This design comes from an exercise in tuning for small area on the open sky130 flow, not from production work. The RTL was checked by simulation tests, not by an equivalence proof against the original design. Power and IR drop assume default switching activity.

==> flow/design.v <==
module debounce (
  clk,
  reset_n,
  data_in,
  data_out
);
  parameter WIDTH = 32;            
  parameter POLARITY = "HIGH";     
  parameter TIMEOUT = 50000;       
  parameter TIMEOUT_WIDTH = 16;    
  input wire clk;
  input wire reset_n;
  input wire [WIDTH-1:0] data_in;
  output wire [WIDTH-1:0] data_out;
  reg [TIMEOUT_WIDTH-1:0] counter [0:WIDTH-1];
  wire counter_reset [0:WIDTH-1];
  wire counter_enable [0:WIDTH-1];
  genvar i;
  generate for (i = 0; i < WIDTH; i = i+1)
  begin:  debounce_counter_loop
    always @ (posedge clk or negedge reset_n)
    begin
      if (reset_n == 0)
      begin
        counter[i] <= 0;
      end
      else
      begin
        if (counter_reset[i] == 1)   
        begin
          counter[i] <= 0;
        end
        else if (counter_enable[i] == 1)
        begin
          counter[i] <= counter[i] + 1'b1;
        end
      end
    end
    if (POLARITY == "HIGH")
    begin
      assign counter_reset[i] = (data_in[i] == 0);
      assign counter_enable[i] = (data_in[i] == 1) & (counter[i] < TIMEOUT);
      assign data_out[i] = (counter[i] == TIMEOUT) ? 1'b1 : 1'b0;
    end
    else
    begin
      assign counter_reset[i] = (data_in[i] == 1);
      assign counter_enable[i] = (data_in[i] == 0) & (counter[i] < TIMEOUT);
      assign data_out[i] = (counter[i] == TIMEOUT) ? 1'b0 : 1'b1;    
    end
  end  
  endgenerate
endmodule
==> flow/run.sh <==
#!/bin/bash
# synth_recipe.tcl (not shown) runs the flow's synth.tcl, then flattens the netlist and writes it again
# the make line also repeats each setting of config.mk as NAME=value (left out here)
make -C /OpenROAD-flow-scripts/flow DESIGN_CONFIG=/design/flow/config.mk WORK_HOME=/design/flow/orfs CLKGATE_MAP_FILE= SYNTH_SCRIPT=/design/flow/synth_recipe.tcl finish
==> flow/config.mk <==
export PLATFORM = sky130hd
export DESIGN_NAME = debounce
export DESIGN_NICKNAME = debounce
export VERILOG_FILES = /design/flow/design.v
export SDC_FILE = /design/flow/constraint.sdc
export NUM_CORES = 4
export LEC_CHECK = 0
export CAP_MARGIN = 20
export CORE_MARGIN = 2
export CORE_UTILIZATION = 50
export SLEW_MARGIN = 20
==> flow/constraint.sdc <==
create_clock -name core_clock -period 5.0 [get_ports {clk}]
set_input_delay 1.0000 -clock core_clock [delete_from_list [all_inputs] [get_ports {clk}]]
set_output_delay 1.0000 -clock core_clock [all_outputs]
set_load 0.01 [all_outputs]
==> run summary, run 1 <==
gpl congestion=0.839; Final Hold Viols=0; setup slack at placement=1.64 ns; Initial Util=50.4%; Overall Global Routing Usage=19.4%; final setup violation count=0; clk root buf=clkbuf_16; CTS tree=yes; Reg2Reg Setup Slack=2.41 ns; Resized Gates After CTS=0; die area=0.0599 sq mm; kind of critical path=flip-flop to primary output; antenna violations before repair=1; Seq/Total Area, Yosys=44.2%; CP Launch Type=flip-flop; post-synthesis async set-or-reset flop share=100%; final worst setup slack=1.01 ns; DR pass1 iterations=5; Worst Path Required=4.00 ns; Post-Syn Nets=3195; Syn Std Cell Area=0.0290 sq mm; worst reg-to-reg path cell count=5; Synth Warn #=2; die span in y=245 um; hpwl dp=38300 um; final design utilization=56.4%; cts hold-fix bufs=0; initial DRC count=1168; Max Cap Viol=0; Routed WL per cell=14.5 um; die span in x=245 um; NumNets Final=3248; P&R area growth vs syn=11.8%; mean post-synth cell area=9.36 sq um; ys flop type=dfrtp_1; first-pass GRT wire length=102000 um; H-Tree Level Count=2; mux share of post-synthesis cell area=1.90%; register bank with the most flops=counter; Avg Vias per Cell=5.59; combinational family with the most area after synthesis=simple AND/OR/NAND/NOR gates; r2r endpoint=counter[29][12]$_DFFE_PN0P_; VDD IR max=0.296 mV; critical path peak fanout=6; setup TNS=0 ns; simple logic cell fraction of the synthesized area=30.1%; Clock Path Buffers=3; fin. max-slew vios=0; total grt overflow=0; status=no timing/DRC/antenna violations; Via Count=22100; Post-Synth XOR/XNOR Area=10.2%; largest net degree at the start of global routing=110; total I/O pin count=66; Cell Pwr Density=281 mW/mm^2; RSZ-0062 raised after global routing=no; row count=88; Synth Area in Adders=2.76%; Post-synth EDFFs=0; Hold WC Path Type=primary input to asynchronous set/reset pin; Crit. End Element=primary output; layout cells sized above 1=3.66%; clock-pin transition on the worst setup and hold timing paths=0.06 ns; clock latency on the worst-skew pair=0.61 ns; core area=0.0575 sq mm; Slew Limit Headroom=33.8%; max reg flops=512; slew of the pin with the lowest slew margin=0.985 ns; Post CTS Setup Buffer Count=0; Compound-Gate Fraction of Synth Area=8.07%; CP arrival=2.99 ns; clk_skew=0.00965 ns; Yosys cell types=58; TritonCTS Buffers=58; Syn Inst Count=3097; Leak=0.0148 uW; post-route ant nets=0; DRC viols=0; WL final=57600 um; Buffers on Ports=65; synthesized flop and latch total=512; Fmax=251 MHz; CTS sink cnt=512; biggest regs=counter x512; post-layout minimum cycle time=3.99 ns; reg2reg start=counter[29][12]$_DFFE_PN0P_; vias in the first global route=21900; period utilisation layout=79.7%; Design Power=9090 uW
synthesized netlist by cell type, types with 9 or more instances:
cell type	count	area (sq um)
a211oi_1	17	128
o211ai_1	19	143
nand2b_1	51	319
nor3_1	150	751
a21oi_1	77	385
ha_1	64	801
xor2_1	207	1810
or4_1	20	150
clkbuf_1	72	270
o21bai_1	9	67.6
nor4_1	91	569
nor3b_1	25	188
nor2_1	82	308
inv_1	127	477
mux2i_1	55	551
or3_1	37	231
and3_1	60	375
o21a_1	23	173
dfrtp_1	512	12800
a31oi_1	11	68.8
nand3_1	211	1060
and2_1	337	2110
o21ai_0	85	425
nand2_1	270	1010
a21boi_0	75	563
o2111ai_1	12	105
xnor2_1	132	1160
nor2b_1	23	144
nor4b_1	20	175
o31ai_1	11	82.6
nand4_1	96	601
and4_1	40	350
layout by cell type, fill, tap and decap left out, drive strengths merged, types with 12 or more instances in the layout:
| cell | n |
|---|---|
| xnor2 | 132 |
| nor3 | 150 |
| and4 | 40 |
| o2111ai | 12 |
| a21boi | 75 |
| nand2 | 270 |
| xor2 | 207 |
| or4 | 20 |
| nor4b | 21 |
| nor3b | 25 |
| o21ai | 89 |
| ha | 64 |
| nand2b | 51 |
| nand3 | 211 |
| clkdlybuf4s50 | 64 |
| and2 | 338 |
| a21oi | 77 |
| o211ai | 19 |
| clkbuf | 92 |
| nor2b | 23 |
| mux2i | 55 |
| o21a | 23 |
| and3 | 60 |
| dfrtp | 512 |
| inv | 127 |
| or3 | 37 |
| nor4 | 91 |
| a211oi | 17 |
| nand4 | 96 |
| nor2 | 82 |
layout make-up:
| cell class | instances | area (sq um) |
|---|---|---|
| diodes | 1 | 2.50 |
| clock buffers | 92 | 1760 |
| clock inverters | 16 | 230 |
| fillers | 5196 | 25100 |
| inverters | 127 | 477 |
| multi-input cells | 2378 | 15400 |
| flip-flops and latches | 512 | 12800 |
| well taps | 765 | 957 |
| repair buffers | 73 | 766 |
worst max-delay path by stage:
stage | start | endpoint | slack, ns | cells after the start
2_1_floorplan | counter[29][12]$_DFFE_PN0P_ | data_out[29] | 2.21 | 3
3_3_place_gp | counter[19][12]$_DFFE_PN0P_ | data_out[19] | 1.68 | 4
3_5_place_dp | counter[29][12]$_DFFE_PN0P_ | data_out[29] | 1.64 | 4
4_1_cts | counter[29][12]$_DFFE_PN0P_ | data_out[29] | 0.96 | 4
5_1_grt | counter[29][12]$_DFFE_PN0P_ | data_out[29] | 0.88 | 4
6_report | counter[29][12]$_DFFE_PN0P_ | data_out[29] | 1.01 | 4
kinds of logic after synthesis:
| family | count (synthesis) |
|---|---|
| buffers and inverters | 207 |
| adder cells (fa/ha/maj) | 64 |
| flip-flops | 512 |
| XOR/XNOR | 339 |
| AO/OA/AOI/OAI | 363 |
| multiplexers | 55 |
| AND/OR/NAND/NOR | 1557 |
layer usage:
metal	track usage [%]	up-vias	wire, um
met4	4.70	2	934
met5	0	-	13
li1	-	11000	-
met2	32.6	262	27000
met1	26.3	10800	27700
met3	3.29	70	1920
per-stage QoR:
| step | instance area [sq um] | hold WS (ns) | cells |
|---|---|---|---|
| 2_1_floorplan | 29000 | 0.455 | 3097 |
| 3_3_place_gp | 30400 | 0.469 | 3855 |
| 3_5_place_dp | 30400 | 0.477 | 3855 |
| 4_1_cts | 32400 | 0.476 | 3963 |
| 5_1_grt | 32400 | 0.516 | 3963 |
| 6_report | 32400 | 0.475 | 3964 |
power by group:
group,switching [uW],internal (uW)
Sequential,79.9,4210
Clock,1690,2710
Combinational,250,156
Total,2020,7070
critical path: stages (launching register included):
cell,delay [ns]
dfrtp_1,0.43
or4_1,0.55
or4b_2,0.62
nor3_1,0.20
clkdlybuf4s50_1,0.58
==> inputs of run 2 (changes only) <==
==> flow/design.v (replaced) <==
module debounce (
  clk,
  reset_n,
  data_in,
  data_out
);
  parameter WIDTH = 32;            
  parameter POLARITY = "HIGH";     
  parameter TIMEOUT = 50000;       
  parameter TIMEOUT_WIDTH = 16;    
  input wire clk;
  input wire reset_n;
  input wire [WIDTH-1:0] data_in;
  output wire [WIDTH-1:0] data_out;
  localparam [15:0] S0  = 16'h0fe0;    
  localparam [15:0] POL = 16'h5555;    
  reg rst_flag;
  always @ (posedge clk or negedge reset_n)
  begin
    if (reset_n == 0)
      rst_flag <= 1'b1;
    else
      rst_flag <= 1'b0;
  end
  genvar i;
  generate for (i = 0; i < WIDTH; i = i+1)
  begin:  debounce_counter_loop
    reg  [15:0] q;
    wire [15:0] t = rst_flag ? S0 : (q ^ POL);
    wire active = (POLARITY == "HIGH") ? data_in[i] : ~data_in[i];
    wire merge = t[1] & t[2] & t[4] & t[5] & t[6] & t[7] & t[9] & t[10] & t[11] & t[12] & t[13] & t[14];
    wire fb = ~(t[2] ^ t[15]) | merge;
    wire [15:0] t_next = active ? {t[14:0], fb} : S0;
    always @ (posedge clk)
      q <= t_next ^ POL;
    wire sat = &t;
    assign data_out[i] = (POLARITY == "HIGH") ? sat : ~sat;
  end
  endgenerate
endmodule
==> run 2 against run 1 <==
Still clean on timing, DRC and antenna. Sequential share of layout area rose by 19 points. Total power fell by 12%. Final cell count fell by 52%. Non-clock buffer count fell by 5. Register-to-register slack improved by 0.55 ns. Clock skew rose by 0.0052 ns. Combinational power fell by 55%. Critical path type unchanged. Critical endpoint is now data_out[20].
==> run summary, run 2 <==
hpwl dp=16900 um (-56%); CTS sink cnt=513 (+0.20%); Net Sw Power=1600 uW (-21%); antenna violations before repair=1 (unchanged); fin. max-slew vios=0 (unchanged); slowest cell delay on critical path=0.67 ns (+0.05 ns); critical path depth=4 (unchanged); DR pass1 iterations=4 (-1); Flop pwr share=52.8% (+5.6 points); post-layout minimum cycle time=3.99 ns (+0.00527 ns); CTS tree=yes; Resized Gates After CTS=0 (unchanged); Logic pwr share=2.3% (-2.2 points); clock latency on the worst-skew pair=0.54 ns (-0.07 ns); internal power=6440 uW (-9.0%); Hold WC Path Type=flip-flop to flip-flop; ys flop type=dfxtp_1; Buffers on Ports=65 (unchanged); P&R area growth vs syn=16.1%; Synth Warn #=1 (-1); worst path cell trace=buf_12 -> or4b_1 -> nor4_1 -> clkdlybuf4s50_1; Final Hold Viols=0 (unchanged); setup slack at placement=1.58 ns (-0.0636 ns); CP max stage cell=dfstp_4; Yosys cell types=27 (-53%); reg2reg start=rst_flag$_DFF_PN1_; period utilisation layout=79.8% (+0.11 points); core area=0.0297 sq mm (-48%); total grt overflow=0 (unchanged); Seq/Total Area, Yosys=67.8% (+24 points); Initial Util=51.0% (+0.57 points); Crit. End Element=primary output; vias in the first global route=9513 (-57%); Syn Std Cell Area=0.0152 sq mm (-48%); share of the synthesized area in the top cell type=67.6% (+23 points); r2r endpoint=debounce_counter_loop[12].q[0]$_DFF_P_; row count=63 (-28%); clock-pin transition on the worst setup and hold timing paths=0.06 ns (about the same); DRC viols=0 (unchanged); commonest non-fill, non-tap cell in the layout=dfxtp_1; gpl congestion=0.768 (-8.4%); hold path cells=1; WL final=25700 um (-55%); total I/O pin count=66 (unchanged); die span in x=178 um (-27%); post-route ant nets=0 (unchanged); Synth top cells by count=dfxtp_1, nor2_1, nand2_1; Post-synth EDFFs=0 (unchanged); cts hold-fix bufs=0 (unchanged); register bank with the most flops=debounce_counter_loop.q; Max Cap Viol=0 (unchanged); synthesized flop and latch total=513 (+0.20%); final setup violation count=0 (unchanged); mean post-synth cell area=10.7 sq um (+15%); Routed WL per cell=13.6 um (-6.7%); post-synthesis async set-or-reset flop share=0.195% (-100 points); Syn Inst Count=1412 (-54%); CP delay by family, top=buffers and inverters; CP arrival=2.99 ns (about the same); commonest non-fill, non-tap cells in the layout=dfxtp_1, nor2_1, nand2_1; NumNets Final=1509 (-54%); H-Tree Level Count=2 (unchanged); Avg Vias per Cell=5.00 (-11%); Overall Global Routing Usage=16.7% (-2.7 points); RSZ-0062 raised after global routing=no; die area=0.0317 sq mm (-47%); largest net degree at the start of global routing=72 (-35%); clk root buf=clkbuf_16; critical path peak fanout=71 (+65); largest area contributor in the netlist=dfxtp_1; min-delay src=debounce_counter_loop[28].q[3]$_SDFF_PN0_; Post CTS Setup Buffer Count=0 (unchanged); top cells by area, synth=dfxtp_1, nor2_1, nand2_1, o21ai_0, nor4b_1; Post-Syn Nets=1446 (-55%); Reg2Reg Setup Slack=2.96 ns (+0.55 ns); Worst Path Required=4.00 ns (about the same); first-pass GRT wire length=44300 um (-56%); Via Count=9482 (-57%); Switching Share=19.9% (-2.4 points); die span in y=178 um (-27%); CP bufs+invs=2 (+1); TritonCTS Buffers=49 (-16%); VDD IR max=0.373 mV (+26%); Fmax=251 MHz (-0.13%); Cell Pwr Density=457 mW/mm^2 (+63%); setup TNS=0 ns (unchanged); slew of the pin with the lowest slew margin=0.642 ns (-0.343 ns); kind of critical path=flip-flop to primary output; Clock Path Buffers=3 (unchanged); max reg flops=512 (unchanged); Hold Path Sink=debounce_counter_loop[28].q[4]$_DFF_P_; biggest regs=debounce_counter_loop.q x512, rst_flag x1; worst reg-to-reg path cell count=4 (-1); count leader, synth=dfxtp_1; clk_skew=0.0149 ns (+0.00525 ns); final worst setup slack=1.01 ns (-0.00527 ns); Leak=0.00655 uW (-56%); Clk pwr share=44.9% (-3.5 points); initial DRC count=493 (-58%); CP Launch Type=flip-flop; layout cells sized above 1=5.91% (+2.3 points); status=no timing/DRC/antenna violations; Slew Limit Headroom=57.2% (+23 points)
==> run 2: changes by cell type after synthesis, sizes merged, moves of 127 or more <==
cell / change
nor3: -150
dfrtp: -512
nor2: +171
dfxtp: +512
xor2: -175
nand3: -211
xnor2: -132
and2: -317
inv: -127
==> run 2: worst reg2reg max path, cell delays in order (launching register included) <==
cell and delay, ns:
dfstp_4 1.03, buf_4 0.41, nor2_1 0.10, and4b_1 0.20, o31ai_1 0.21
==> run 2: how the worst max path moves through the flow <==
stage	startpoint	end	slack, ns
after floorplan	rst_flag$_DFF_PN1_	data_out[3]	2.52
final	rst_flag$_DFF_PN1_	data_out[20]	1.01
after global placement	rst_flag$_DFF_PN1_	data_out[20]	1.59
after global routing	rst_flag$_DFF_PN1_	data_out[20]	0.88
after CTS	rst_flag$_DFF_PN1_	data_out[20]	0.99
after detailed placement	rst_flag$_DFF_PN1_	data_out[20]	1.58
==> run 2: area by class of cell <==
type                       instances  area, sq um
multi-input combinational        843         4520
fill                            2499        12100
antenna                            1         2.50
tap                              390          488
clock inverter                     7          114
timing repair buffer              68          698
sequential                       513        10300
clock buffer                      75         1480
==> run 2: logic make-up after synthesis <==
group                  synth area share, %
AO/OA/AOI/OAI                         3.70
AND/OR/NAND/NOR                       24.3
flip-flops                            67.8
other                               0.0247
buffers and inverters                 2.35
XOR/XNOR                              1.85
==> run 2: through the flow <==
stage	instance area [sq um]	power (uW)	cells	util [%]	hold slack, ns
floorplan	15200	4430	1412	-	0.353
global placement	16000	4520	1814	53.8	0.359
detailed placement	16000	4520	1814	53.8	0.361
CTS	17600	8140	1896	59.2	0.372
global route	17600	8350	1896	59.2	0.388
finish	17600	8030	1897	59.2	0.373
==> run 2: routing by layer <==
metal,global-route usage (%),share of wire (%)
met5,0,0
met2,26.5,44
met3,3.26,3.8
met1,23.1,50
met4,5.40,2.1
==> run 2: power groups by stage <==
stage	Clock [uW]	Combinational [uW]	Sequential, uW
after floorplan	0	120	4310
after global placement	0	186	4330
after detailed placement	0	186	4330
after CTS	3710	187	4240
after global routing	3880	210	4250
final	3610	184	4240

==> static timing again, ports no longer ideal <==
Ports are ideal in the flow. The routed layouts listed here were re-timed in OpenROAD.
Step 1 assumes that a clkbuf_16 drives the clock port and a buf_2 every other input.
Step 2 also shifts input and output timing later by t, the mid clock arrival at the registers, as if the neighbouring blocks saw the same clock.
Slacks: no drivers / after step 1 / after step 2; pairs: no drivers / after step 1.
run | t, ns | slack for setup (ns) | slew at the worst register clock pin (ns) | cell pins on the clock port's net
run 1 | 0.661 | 1.014 / 0.955 / 1.616 | 0.06 / 0.06 | 1
run 2 | 0.581 | 1.009 / 0.960 / 1.541 | 0.06 / 0.06 | 1
After both steps setup and hold are still met in every run listed.
